From an optimization exercise on the open Yosys and OpenROAD flow, aimed at small area, a short achievable clock period and few clock cycles; shortcuts taken in it are not production practice.
RTL that was checked went through simulation tests only; none was proved equivalent to the original.

v6:
Design crack_partial, start of the top module:
module crack_partial(
    input clk,
    input rst_n,
    input [31:0]lower_bound,
    input [31:0]upper_bound,
    input [127:0]hash_answer,
    output [31:0]answer,
    output reg answer_found,
    output reg done);
Size in the first run: roughly 27,000 um^2 of cells after synthesis.
Settings: LEC_CHECK=0, ABC_AREA=1, CAP_MARGIN=20, CORE_MARGIN=2, CORE_UTILIZATION=40, CTS_CLUSTER_DIAMETER=150, CTS_CLUSTER_SIZE=25, SLEW_MARGIN=20, TNS_END_PERCENT=0; clock period 12.0 ns.
standard.sh (not shown) runs the stock make flow with config.mk's settings and CLKGATE_MAP_FILE= SYNTH_SCRIPT=/design/flow/synth_recipe.tcl, a recipe that flattens the netlist after the stock synthesis.
==> flow/flow/run.sh <==
#!/bin/bash
# Layout flow: the standard flow, with repair_timing aiming for a larger
# setup slack than the flow settings allow, so that the resizer speeds up the
# design beyond the clock period (which stays the design's).
set -euo pipefail
MARGIN=$(cat flow/margin.txt)
bash standard.sh synth > synth.log 2>&1
sed "s/\"\\\${@:-finish}\"/SETUP_SLACK_MARGIN=${MARGIN} \"\${@:-finish}\"/" standard.sh > standard_margin.sh
grep -q "SETUP_SLACK_MARGIN=${MARGIN}" standard_margin.sh
bash standard_margin.sh finish > layout.log 2>&1
==> flow/flow/margin.txt <==
8.7
v6 completed every stage of the flow, and the final layout passed the timing, DRC and antenna checks.
Testbench counts of v6, summed over its fixed seeds: cycles 82,876.
The following lists how v7 was set up differently from v6:
- CTS_CLUSTER_DIAMETER no longer set, was 150
- CTS_CLUSTER_SIZE no longer set, was 25
- TNS_END_PERCENT no longer set, was 0
==> flow/flow/margin.txt <==
8.0
==> summary.txt <==
- Reported for v6 and v7, sum of negative setup slack turned out identical to the last digit.
- On number of cells on the worst reg-to-reg path: between v6 and v7, it ends up lower for v6.
- v7 vs. v6: design area went up; post-detailed-placement cell area closely matched the old numbers.
- Summary: normalized max-slew margin, v7 worse than v6

---

Another version of the RTL of crack_partial (not shown whole).
For scale: ~3300 cells after synthesis, roughly 460 flip-flops, about 230 I/O pins, ~0.026 sq mm of cells after synthesis.
export LEC_CHECK = 0
export ABC_AREA = 1
export CAP_MARGIN = 5
export CORE_MARGIN = 2
export CORE_UTILIZATION = 40
export CTS_CLUSTER_DIAMETER = 150
export CTS_CLUSTER_SIZE = 28
export SLEW_MARGIN = 5
export TNS_END_PERCENT = 0
create_clock -name core_clock -period 12.0 [get_ports {clk}]
==> flow/flow/run.sh <==
#!/bin/bash
# Layout flow: the standard flow, with two changes after synthesis:
#  - repair_timing aims for a larger setup slack than the flow settings allow
#    (flow/margin.txt, ns), so that the resizer speeds the design up beyond
#    the clock period (which stays the design's);
#  - the buffer that every input and output port gets is a plain buf_1
#    rather than the delay cell buffer_ports picks by default.
set -euo pipefail
MARGIN=$(cat flow/margin.txt)
bash standard.sh synth > synth.log 2>&1
sed "s/\"\\\${@:-finish}\"/SETUP_SLACK_MARGIN=${MARGIN} \"\${@:-finish}\"/" standard.sh > standard_margin.sh
grep -q "SETUP_SLACK_MARGIN=${MARGIN}" standard_margin.sh
export BUFFER_PORTS_ARGS="-buffer_cell sky130_fd_sc_hd__buf_1"
bash standard_margin.sh finish > layout.log 2>&1
==> flow/flow/margin.txt <==
8.4
Testbench counts at the start, summed over its fixed seeds: cycles 82,876.
Edit:
==> flow/flow/margin.txt (replaced) <==
8.5
Settings changed: CTS_CLUSTER_SIZE 28 to 25.
Effect:
- setup slack is better by 0.029 ns
- global-route usage climbs by 0.17 points
- maximum frequency grows slightly
- clock skew falls by 0.014 ns
- routed wire length increases slightly
Edit:
==> flow/flow/run.sh (replaced) <==
#!/bin/bash
# Layout flow: the standard flow, with repair_timing aiming for a larger
# setup slack than the flow settings allow, so that the resizer speeds up the
# design beyond the clock period (which stays the design's).
set -euo pipefail
MARGIN=$(cat flow/margin.txt)
bash standard.sh synth > synth.log 2>&1
sed "s/\"\\\${@:-finish}\"/SETUP_SLACK_MARGIN=${MARGIN} \"\${@:-finish}\"/" standard.sh > standard_margin.sh
grep -q "SETUP_SLACK_MARGIN=${MARGIN}" standard_margin.sh
bash standard_margin.sh finish > layout.log 2>&1
Settings changed: CAP_MARGIN 5 to 20, SLEW_MARGIN 5 to 20, TNS_END_PERCENT 0 to not set.
After rerunning:
- The new run passed the timing, DRC and antenna checks
- via count climbs by 2.4%
- critical path depth stays the same
- non-clock buffer count climbs by 67
- first-iteration DRC count climbs by 8.5%
Edit:
--- a/flow/flow/run.sh
+++ b/flow/flow/run.sh
@@ -2,3 +2,6 @@
-# Layout flow: the standard flow, with repair_timing aiming for a larger
-# setup slack than the flow settings allow, so that the resizer speeds up the
-# design beyond the clock period (which stays the design's).
+# Layout flow: the standard flow, with two changes after synthesis:
+#  - repair_timing aims for a larger setup slack than the flow settings allow
+#    (flow/margin.txt, ns), so that the resizer speeds the design up beyond
+#    the clock period (which stays the design's);
+#  - the buffer that every input and output port gets is a plain buf_1
+#    rather than the delay cell buffer_ports picks by default.
@@ -9,0 +13 @@
+export BUFFER_PORTS_ARGS="-buffer_cell sky130_fd_sc_hd__buf_1"
Settings changed: CAP_MARGIN 20 to 5, PLACE_DENSITY set to 0.75, SLEW_MARGIN 20 to 5, TNS_END_PERCENT set to 0.
Worst setup slack improved by 0.086 ns.
Via count goes up slightly.
Design area shrinks by a little under a tenth.
Area after synthesis stays the same.
Die area is unchanged.
Routed wire length came out lower by a little under a tenth.
Critical path depth stays the same.
Count of clock-buffer cells in the layout went up by 1.

---

amber:
crack_partial, a different RTL version from the one above (not shown whole).
For scale: ~3700 cells after synthesis, about 210 flip-flops, ~230 I/O pins, ~23000 µm² of cells after synthesis.
## crack_partial
module crack_partial(
    input clk,
    input rst_n,
    input [31:0]lower_bound,
    input [31:0]upper_bound,
    input [127:0]hash_answer,
    output [31:0]answer,
    output reg answer_found,
    output reg done);
Settings: LEC_CHECK=0, ABC_AREA=1, CAP_MARGIN=20, CORE_MARGIN=2, CORE_UTILIZATION=40, SLEW_MARGIN=20; clock period 12.0 ns.
==> flow/flow/run.sh <==
#!/bin/bash
# Layout flow: the standard flow, with repair_timing aiming for a larger
# setup slack than the flow settings allow, so that the resizer speeds up the
# design beyond the clock period (which stays the design's).
set -euo pipefail
MARGIN=$(cat flow/margin.txt)
bash standard.sh synth > synth.log 2>&1
sed "s/\"\\\${@:-finish}\"/SETUP_SLACK_MARGIN=${MARGIN} \"\${@:-finish}\"/" standard.sh > standard_margin.sh
grep -q "SETUP_SLACK_MARGIN=${MARGIN}" standard_margin.sh
bash standard_margin.sh finish > layout.log 2>&1
==> flow/flow/margin.txt <==
7.5
[inputs] zinc vs amber
==> flow/flow/margin.txt <==
6.5
==> summary.txt <==
- There was hardly any difference in hold slack between zinc and amber.
- Looking at timing endpoint of the critical path, the P[16] result is from zinc; the B[29] one comes from amber.
- Sort amber and zinc by core utilization, descending, and amber comes first.
- Cmp zinc vs amber: number of setup buffers added after CTS lower in zinc
- In zinc relative to amber, footprint of the flip-flops and latches had gone down slightly.
- When zinc is set beside amber, its non-clock buffer count turns out to be 36% smaller.
- Diff amber -> zinc: number of placed instances, taps included was more or less identical, final cell count without fillers lost 3.5%.
- Going from amber to zinc, setup slack now smaller.
Function was not checked in any run of this note: the RTL went through the layout flow alone.

---

Setup of build 32:
crack_partial with an RTL version that a note above also has.
Size: about 3400 cells after synthesis, ~480 flip-flops, roughly 230 I/O pins, ~27000 µm² of cells after synthesis.
==> flow/config.mk <==
export PLATFORM = sky130hd
export DESIGN_NAME = crack_partial
export DESIGN_NICKNAME = crack_partial
export VERILOG_FILES = /design/flow/design.v
export SDC_FILE = /design/flow/constraint.sdc
export NUM_CORES = 4
export LEC_CHECK = 0
export ABC_AREA = 1
export CAP_MARGIN = 20
export CORE_MARGIN = 2
export CORE_UTILIZATION = 40
export SLEW_MARGIN = 20
==> flow/constraint.sdc <==
create_clock -name core_clock -period 12.0 [get_ports {clk}]
set_input_delay 2.4000 -clock core_clock [delete_from_list [all_inputs] [get_ports {clk}]]
set_output_delay 2.4000 -clock core_clock [all_outputs]
set_load 0.01 [all_outputs]
==> flow/flow/margin.txt <==
8.5
Scripts as last shown in full above: flow/flow/run.sh
Build 32 finished end to end and its layout was clean on timing, DRC and antenna.
Testbench counts of build 32, summed over its fixed seeds: cycles 82,876.
The following lists how build 12 was set up differently from build 32:
Settings: an added CTS_CLUSTER_SIZE of 25; an added CTS_CLUSTER_DIAMETER of 150; an added TNS_END_PERCENT of 0; a change of CORE_UTILIZATION from 40 to 50; a change of CAP_MARGIN from 20 to 5; a change of SLEW_MARGIN from 20 to 5.
==> flow/flow/run.sh <==
#!/bin/bash
# Layout flow: the standard flow, with two changes after synthesis:
#  - repair_timing aims for a larger setup slack than the flow settings allow
#    (flow/margin.txt, ns), so that the resizer speeds the design up beyond
#    the clock period (which stays the design's);
#  - the buffer that every input and output port gets is a plain buf_1
#    rather than the delay cell buffer_ports picks by default.
set -euo pipefail
MARGIN=$(cat flow/margin.txt)
bash standard.sh synth > synth.log 2>&1
sed "s/\"\\\${@:-finish}\"/SETUP_SLACK_MARGIN=${MARGIN} \"\${@:-finish}\"/" standard.sh > standard_margin.sh
grep -q "SETUP_SLACK_MARGIN=${MARGIN}" standard_margin.sh
export BUFFER_PORTS_ARGS="-buffer_cell sky130_fd_sc_hd__buf_1"
bash standard_margin.sh finish > layout.log 2>&1
### Flow results
- Relative to build 32, fraction of cell area in non-clock buffers has decreased by 4.5 points in build 12.
- Build 12 vs build 32, final instance area went down by 3600 µm².
- Higher share of final-layout standard cells stronger than drive strength 1 goes to build 32 over build 12.
- Die area | build 12 < build 32
- Build 12 reports a lower total of cells resized after clock tree synthesis than build 32 does.
- Build 12 went all the way through synthesis, placement and routing and the layout is clean on timing, DRC and antenna.
- Via count of build 12 is on par with build 32.
- Compared with build 32, in build 12 number of clock buffers in the layout fell by 45, clock slew at the register clock pins of the worst setup and hold paths increased by 50 ps relative to the old numbers.
#### Input delta (build 75 over build 12)
Settings: a change of CAP_MARGIN from 5 to 20; a change of CORE_UTILIZATION from 50 to 40; a change of SLEW_MARGIN from 5 to 20.
==> flow/flow/run.sh <==
#!/bin/bash
# Layout flow: the standard flow, with repair_timing aiming for a larger
# setup slack than the flow settings allow, so that the resizer speeds up the
# design beyond the clock period (which stays the design's).
set -euo pipefail
MARGIN=$(cat flow/margin.txt)
bash standard.sh synth > synth.log 2>&1
sed "s/\"\\\${@:-finish}\"/SETUP_SLACK_MARGIN=${MARGIN} \"\${@:-finish}\"/" standard.sh > standard_margin.sh
grep -q "SETUP_SLACK_MARGIN=${MARGIN}" standard_margin.sh
bash standard_margin.sh finish > layout.log 2>&1
Findings:
Build 75: flow completed, timing, DRC and antenna clean. Going from build 12 to build 75, global-route usage shrank by 7.0 points; wire length after detailed routing shrank by 3100 µm. In the metrics for build 75 and build 12, the one carrying the higher non-clock buffer count is build 75. On share of async-settable or async-resettable flops after synthesis, build 75 and build 12 are basically level. Comparing final instance area for build 75 and build 12, the smaller number came from build 12. Utilization build 12 -> build 75: down. Number of global-route vias before repair delta for build 75 relative to build 12: 1083 lower. Going from build 12 to build 75, the worst setup slack was found to have gone up by 9.0 ps.

-- separate check: timing with driven ports --
The results above use ideal ports. As a check the final layouts listed here were re-extracted and re-timed, cells and wires unchanged. Step 1 sets driving cells, clkbuf_16 on the clock port and buf_2 on the other inputs (assumed; they add their load-dependent delay and slew). Step 2 times the ports against the registers' clock, not the clock port: input delays grow and output delays shrink by t, the midpoint of the rising clock arrivals with the driver on. a / b / c = ideal / step 1 / step 2; a / b = the first two.
| run | t (ns) | setup slack, ns | hold WS [ns] | worst register clock-pin slew, ns |
|---|---|---|---|---|
| v6 | 0.625 | 8.322 / 8.261 / 7.820 | 0.331 / 0.331 / 0.331 | 0.11 / 0.11 |
| v7 | 0.684 | 8.042 / 7.979 / 7.676 | 0.339 / 0.339 / 0.339 | 0.07 / 0.07 |
| the first run of note 2 | 0.614 | 8.295 / 8.235 / 7.760 | 0.335 / 0.335 / 0.335 | 0.12 / 0.12 |
| the second run of note 2 | 0.627 | 8.323 / 8.263 / 7.743 | 0.332 / 0.332 / 0.332 | 0.11 / 0.11 |
| the third run of note 2 | 0.639 | 8.271 / 8.212 / 7.886 | 0.313 / 0.313 / 0.313 | 0.11 / 0.11 |
| the fourth run of note 2 | 0.625 | 8.357 / 8.300 / 7.897 | 0.331 / 0.331 / 0.331 | 0.10 / 0.10 |
| amber | 0.617 | 6.939 / 6.939 / 6.939 | 0.416 / 0.416 / 0.416 | 0.07 / 0.07 |
| zinc | 0.615 | 6.664 / 6.664 / 6.664 | 0.419 / 0.419 / 0.419 | 0.07 / 0.07 |
| build 32 | 0.686 | 8.336 / 8.272 / 7.984 | 0.334 / 0.334 / 0.334 | 0.07 / 0.07 |
| build 12 | 0.625 | 8.353 / 8.289 / 7.939 | 0.325 / 0.325 / 0.325 | 0.11 / 0.11 |
| build 75 | 0.646 | 8.362 / 8.307 / 7.857 | 0.324 / 0.324 / 0.324 | 0.11 / 0.11 |
After both steps setup and hold are still met in every run listed. For the second run of note 2, which loses most, drivers alone change the setup slack by -0.060 ns; drivers and shift together by -0.580 ns.
